Context: an optimization exercise on an open-source flow, tuned for small area and a short achievable clock period. The choices shown serve that exercise and are no tape-out recipe.
For this run, only the layout was checked, not whether the RTL still works.

==> flow/design.v <==
module fft_ctrl(
    input clk, reset,
    output m,                         
    output reg s1, s2, s3, s4,        
    output reg mul1t, mul1p,          
    output reg [2:0] k1t, k1p,
    output reg mul2t, mul2p,
    output reg [1:0] k2t, k2p,
    output reg mul3t                  
);
    reg [3:0] q;
    reg g6, g7, g8, g12, g13;
    assign m = reset & g6;
    wire [3:0] qm1 = q - 4'd1;
    wire [3:0] qp1 = q + 4'd1;
    wire [2:0] qm2 = q[2:0] - 3'd2;
    always @(posedge clk) begin
        if (!reset) begin
            q <= 4'd1;
            g6 <= 1'b0;
            g12 <= 1'b0;
        end else begin
            q <= q + 4'd1;
            if (q == 4'd7) g6 <= 1'b1;
            if (q == 4'd13) g12 <= 1'b1;
        end
        g7 <= g6; g8 <= g7; g13 <= g12;
        s1 <= qm1[3];
        mul1t <= ~q[3];  k1t <= q[2:0];
        mul1p <= ~qp1[3]; k1p <= qp1[2:0];
        s2 <= g8 & qm2[2];
        mul2t <= g7 & ~qm1[2];  k2t <= g7 ? qm1[1:0] : 2'd0;
        mul2p <= g6 & ~q[2];    k2p <= g6 ? q[1:0] : 2'd0;
        s3 <= g13 & qp1[1];
        s4 <= g13 & qp1[0];
        mul3t <= g12 & q[1] & q[0];
    end
endmodule
module Butterfly(
    output [24-1:0] C1, C2,
    input [24-1:0] A, B
);
    wire [12:0] sr = {A[23], A[23:12]} + {B[23], B[23:12]};
    wire [12:0] si = {A[11], A[11:0]} + {B[11], B[11:0]};
    wire [12:0] dr = {A[23], A[23:12]} - {B[23], B[23:12]};
    wire [12:0] di = {A[11], A[11:0]} - {B[11], B[11:0]};
    assign C1 = {sr[12:1], si[12:1]};
    assign C2 = {dr[12:1], di[12:1]};
endmodule
module TwPrep(output [27:0] out, input [23:0] C, input mul, input [2:0] k);
    wire signed [13:0] Cr = {{2{C[23]}}, C[23:12]};
    wire signed [13:0] Ci = {{2{C[11]}}, C[11:0]};
    reg  signed [13:0] U, V;
    always @(*) begin
        case (k)
            3'd0, 3'd1, 3'd2: begin U = Cr;  V = Ci;  end
            3'd3:             begin U = Ci;  V = Cr;  end
            3'd7:             begin U = -Cr; V = Ci;  end
            default:          begin U = Ci;  V = -Cr; end
        endcase
    end
    wire m2 = (k[1:0] == 2'd2);
    wire signed [13:0] S = U + V;
    wire signed [13:0] D = V - U;
    assign out = !mul ? {Cr, Ci} : m2 ? {S, D} : {U, V};
endmodule
module TwMul(output [23:0] out, input [27:0] P, input mul, input [2:0] k);
    wire [13:0] A = P[27:14], B = P[13:0];
    wire m1 = k[0];                  
    wire m2 = (k[1:0] == 2'd2);      
    wire neg = k[1] & k[0];          
    wire [21:0] a = {{8{A[13]}}, A};
    wire [21:0] b = {{8{B[13]}}, B};
    wire [21:0] r3 = m2 ? (a << 8) : (a << 4);
    wire [21:0] r4 = m2 ? (a << 4) : (a << 1);
    wire [21:0] r5 = m2 ? (a << 2) : (b << 9);
    wire [21:0] r6 = m2 ? 22'd0 : (b << 7);
    wire [21:0] r7 = m2 ? 22'd0 : (b << 3);
    wire [21:0] pr = (a << 10) - (a << 6) - r3 + r4 + r5 - r6 + r7;
    wire [21:0] x = m2 ? b : (b ^ {22{neg}});
    wire [21:0] y = a ^ {22{~neg}};
    wire [21:0] i3 = m2 ? (x << 8) : (x << 4);
    wire [21:0] i4 = m2 ? (x << 4) : (x << 1);
    wire [21:0] i5 = m2 ? (x << 2) : (y << 9);
    wire [21:0] i6 = m2 ? 22'd0 : (y << 7);
    wire [21:0] i7 = m2 ? 22'd0 : (y << 3);
    wire [21:0] corr = m2 ? 22'd0 : neg ? 22'd946 : 22'd392;
    wire [21:0] pi = (x << 10) - (x << 6) - i3 + i4 + i5 - i6 + i7 + corr;
    assign out = (mul & (m1 | m2)) ? {pr[21:10], pi[21:10]} : {A[11:0], B[11:0]};
endmodule
module Twiddle3(output [23:0] out, input [23:0] C, input k);
    wire [11:0] Cr = C[23:12], Ci = C[11:0];
    assign out = k ? {Ci, 12'd0 - Cr} : C;
endmodule
module top_FFT(
    output [24-1:0] out,
    input  [24-1:0] in,
    input clk, reset
);
    wire m, s1, s2, s3, s4, mul1t, mul1p, mul2t, mul2p, mul3t;
    wire [2:0] k1t, k1p;
    wire [1:0] k2t, k2p;
    fft_ctrl ctrl(.clk(clk), .reset(reset), .m(m),
                  .s1(s1), .s2(s2), .s3(s3), .s4(s4),
                  .mul1t(mul1t), .mul1p(mul1p), .k1t(k1t), .k1p(k1p),
                  .mul2t(mul2t), .mul2p(mul2p), .k2t(k2t), .k2p(k2p),
                  .mul3t(mul3t));
    reg [23:0] r_in, r12, r23, r34, r_out;
    reg [23:0] a0, a1, a2, a3, a4, a5, a7;
    reg [27:0] a6;
    reg [23:0] b0, b1, b3;
    reg [27:0] b2;
    reg [23:0] c0, c1;
    reg [23:0] d0;
    wire [23:0] sum1, dif1, sum2, dif2, sum3, dif3, sum4, dif4;
    Butterfly bf1(.C1(sum1), .C2(dif1), .A(a7), .B(r_in));
    Butterfly bf2(.C1(sum2), .C2(dif2), .A(b3), .B(r12));
    Butterfly bf3(.C1(sum3), .C2(dif3), .A(c1), .B(r23));
    Butterfly bf4(.C1(sum4), .C2(dif4), .A(d0), .B(r34));
    wire [27:0] p1, p2;
    wire [23:0] tw1, tw2, tw3;
    TwPrep prep1(.out(p1), .C(a5), .mul(mul1p), .k(k1p));
    TwMul  mult1(.out(tw1), .P(a6), .mul(mul1t), .k(k1t));
    TwPrep prep2(.out(p2), .C(b1), .mul(mul2p), .k({k2p, 1'b0}));
    TwMul  mult2(.out(tw2), .P(b2), .mul(mul2t), .k({k2t, 1'b0}));
    Twiddle3 mult3(.out(tw3), .C(c0), .k(mul3t));
    always @(posedge clk) begin
        r_in <= reset ? in : 24'd0;
        r12 <= reset ? (s1 ? sum1 : a7) : 24'd0;
        a0 <= s1 ? dif1 : r_in;
        a1 <= a0; a2 <= a1; a3 <= a2; a4 <= a3; a5 <= a4;
        a6 <= p1;
        a7 <= m ? tw1 : 24'd0;
        r23 <= s2 ? sum2 : b3;
        b0 <= s2 ? dif2 : r12;
        b1 <= b0;
        b2 <= p2;
        b3 <= m ? tw2 : 24'd0;
        r34 <= s3 ? sum3 : c1;
        c0 <= s3 ? dif3 : r23;
        c1 <= m ? tw3 : 24'd0;
        r_out <= s4 ? d0 : sum4;
        d0 <= m ? (s4 ? r34 : dif4) : 24'd0;
    end
    assign out = r_out;
endmodule
==> flow/run.sh <==
#!/bin/bash
# synth_recipe.tcl (not shown) runs the flow's synth.tcl, then flattens the netlist and writes it again
# the make line also repeats each setting of config.mk as NAME=value (left out here)
make -C /OpenROAD-flow-scripts/flow DESIGN_CONFIG=/design/flow/config.mk WORK_HOME=/design/flow/orfs CLKGATE_MAP_FILE= SYNTH_SCRIPT=/design/flow/synth_recipe.tcl finish
==> flow/config.mk <==
export PLATFORM = sky130hd
export DESIGN_NAME = top_FFT
export DESIGN_NICKNAME = top_FFT
export VERILOG_FILES = /design/flow/design.v
export SDC_FILE = /design/flow/constraint.sdc
export NUM_CORES = 4
export LEC_CHECK = 0
export CAP_MARGIN = 20
export CORE_MARGIN = 2
export CORE_UTILIZATION = 40
export SLEW_MARGIN = 20
==> flow/constraint.sdc <==
create_clock -name core_clock -period 10.0 [get_ports {clk}]
set_input_delay 2.0000 -clock core_clock [delete_from_list [all_inputs] [get_ports {clk}]]
set_output_delay 2.0000 -clock core_clock [all_outputs]
set_load 0.01 [all_outputs]
==> results.json <==
{
  "hold_viol": 0,
  "wirelength_um": 94600,
  "r2r_slack_ps": 3440,
  "cts_resized": 0,
  "synthMostInstantiatedCell": "inv_1",
  "placed_area_um2": 39700,
  "floorplan.core_area_um2": 94700,
  "period_needed_ps": 6560,
  "post_synth_most_frequent_cells": "707 x inv_1, 514 x dfxtp_1, 380 x nand2_1, 365 x ha_1, 349 x a21oi_1",
  "largest_net_degree_at_the_start_of_global_routing": 92,
  "dr.pass1.iters": 6,
  "setup.worst_path.start_class": "flip-flop",
  "hold_path_depth": 0,
  "maxSlewHeadroom_pct": 31.9,
  "std_cell_rows": 113,
  "syn-cell-area_um2": 38100,
  "routabilityCongestion": 0.874,
  "antenna_violations_before_repair": 10,
  "holdPathEnd": "a5[7]",
  "placedCellCount": 5614,
  "number_of_buffers_created_by_cts": 51,
  "hpwl_um": 75300,
  "first_global_vias": 28100,
  "synth-seq-area-share_pct": 27.0,
  "synth_seq_cells": 514,
  "path_cells": "and2_2 -> xnor2_1 -> nand2_1 -> o21ai_0 -> xor2_1 -> ha_1 -> a21o_1 -> fa_1 -> fa_1 -> fa_1 -> ha_1 -> a21oi_1 -> o21bai_1 -> a21o_1 -> a21oi_1 -> a2bb2oi_1 -> o311ai_1 -> a41o_1 -> a21oi_1 -> xnor2_1 -> a211oi_1",
  "timing.setup.critical_path_class": "flip-flop to flip-flop",
  "netlist.area_leader.share_pct": 27.0,
  "endpoint_of_the_worst_register_to_register_path": "a7[11]",
  "nNetsFinal": 5087,
  "worstSetupEndpointType": "flip-flop",
  "design_area_um2": 41400,
  "cts.reportedPaths.clkPinSlew_ps": 70,
  "drive_above_1_share_pct": 3.54,
  "avgViaCountPerCell": 5.06,
  "antenna_left": 0,
  "hold_path_startpoint": "a4[7]",
  "grt_overflow_total": 0,
  "final_max_slew_viol_count": 0,
  "report.final.setup_viol": 0,
  "routedWlPerCell_um": 16.6,
  "largestRegisters": "a6 (28), b2 (28)",
  "mean_instance_size_in_the_synthesized_netlist_um2": 8.57,
  "gr-usage-all-layers_pct": 19.3,
  "worst_slew_pin_slew_ps": 1020,
  "drt_first_iter_violations": 2015,
  "synth_async_sr_flop_share_pct": 0,
  "sum_of_buffers_and_inverters_on_the_critical_path": 0,
  "cts.repair_timing.setup_buffer_count": 0,
  "yosys.area.top_type": "dfxtp_1",
  "postSynthCellCount": 4448,
  "cts_max_level": 2,
  "floorplan.die.width_um": 313,
  "r2r-start": "ctrl.k1t[1]",
  "vias": 28900,
  "synth_cell_types": 78,
  "maxCapViolCount": 0,
  "non_filler_instance_count_after_layout": 5703,
  "hold_class": "flip-flop to flip-flop",
  "design.portCount": 50,
  "timing.setup.tns_ps": 0,
  "whs_ps": 313,
  "timing.critical_path.slowest_cell_delay_ps": 830,
  "timing.final.crit_share_pct": 65.6,
  "achievable-frequency_mhz": 152,
  "grt_first_pass_wirelength_um": 151000,
  "cts_hold_buf": 0,
  "clockBufferDepth": 3,
  "place.port_buffers": 49,
  "worstSkewPairLatency_ps": 600,
  "critPathMaxFanout": 25,
  "synth_edf_count": 0,
  "ff2ff_path_depth": 21,
  "timing.critical_path.required_ps": 10510,
  "clock_tree.root_cell": "clkbuf_16",
  "drc": 0,
  "cell_with_the_biggest_individual_delay_on_the_critical_path": "dfxtp_1",
  "run_status": "complete, no violations",
  "die_height_um": 313,
  "initial_utilization_pct": 40.2,
  "dieArea_um2": 97800,
  "ys_top_cells_by_area": "dfxtp_1 27%, fa_1 15%, ha_1 12%",
  "worst_clock_skew_ps": 28.1,
  "cp_delay_by_family_top": "compound AO/OA/AOI/OAI gates",
  "clock_tree_from_tritoncts": "done",
  "synth-warning-count": 3,
  "cp.arrival_ps": 7080,
  "areaGrowthSynthToFinish_pct": 8.68,
  "tritoncts_sinks": 514,
  "rsz_0062_raised_after_global_routing": "false",
  "synthFlopType": "dfxtp_1"
}
## layout by cell type (no fill, tap or decap), types with 48 or more instances in the layout
master           instances
nand3_1                 52
ha_1                   365
o21ai_0                179
fa_1                   294
clkdlybuf4s50_1         49
nor2_1                 321
a21oi_1                349
dfxtp_1                509
xor2_1                  48
o21ai_1                 66
mux2i_1                 64
o21bai_1                81
xnor2_1                210
nand2_1                379
clkbuf_16               51
inv_1                  707
## worst max-delay path by stage
stage / start / endpoint / cells past startpoint / slack [ps]
after floorplan: ctrl.k1t[0] / a7[11] / 22 / 4250
after global placement: ctrl.k1t[1] / a7[11] / 21 / 3260
after detailed placement: ctrl.k1t[1] / a7[11] / 21 / 3110
after CTS: ctrl.k1t[1] / a7[11] / 21 / 3050
after global routing: ctrl.k1t[1] / a7[22] / 18 / 3000
final: ctrl.k1t[1] / a7[11] / 21 / 3440
## cell families (layout without fill, tap and decap cells)
kind of cell / Yosys count / after routing / synth area share, %
mux: 87 / 87 / 2.36
compound gates: 980 / 980 / 15.7
fa+ha+maj: 659 / 659 / 27.4
xor+xnor: 258 / 258 / 5.93
buf+inv: 878 / 864 / 8.69
simple gates: 1071 / 1071 / 12.9
other cells: 1 / 5 / 0.00984
flops: 514 / 514 / 27.0
## per-stage QoR
step / util (%) / setup slack (ps)
3_3_place_gp: 41.9 / 3260
5_1_grt: 43.7 / 3000
4_1_cts: 43.7 / 3050
6_report: 43.7 / 3440
3_5_place_dp: 41.9 / 3110
2_1_floorplan: - / 4250
## routing by layer
layer	wire length, um	track usage [%]	vias to the layer above
met1	43500	26.2	13600
met4	3680	7.12	2
met3	4660	2.76	146
li1	-	-	14500
met5	13	0	-
met2	42700	31.3	620
## layout make-up
class	count	area [um^2]
Antenna cell	2	5.00
Clock buffer	61	1370
Clock inverter	26	332
Fill cell	9505	53300
Inverter	708	2660
Multi-Input combinational cell	3058	24500
Sequential cell	514	10300
Tap cell	1265	1580
Timing Repair Buffer	69	641

[separate check: timing with driven ports]
The results above use ideal ports. As a check the final layout listed here was re-extracted and re-timed, cells and wires unchanged.
Step 1: set_driving_cell puts a clkbuf_16 on clk and a buf_2 on each other input, an assumption about the parent block.
Step 2 also shifts input and output timing later by t, the mid clock arrival at the registers, as if the neighbouring blocks saw the same clock.
Three values: no drivers, after step 1, after step 2; two values: the first two.
t (ns): 0.664
setup WS [ns]: 3.436 / 3.436 / 3.436
worst data-port slew with drivers (ns): 0.04
After both steps this run still meets setup and hold. For this run, drivers alone change the setup slack by 0.000 ns; drivers and shift together by 0.000 ns.
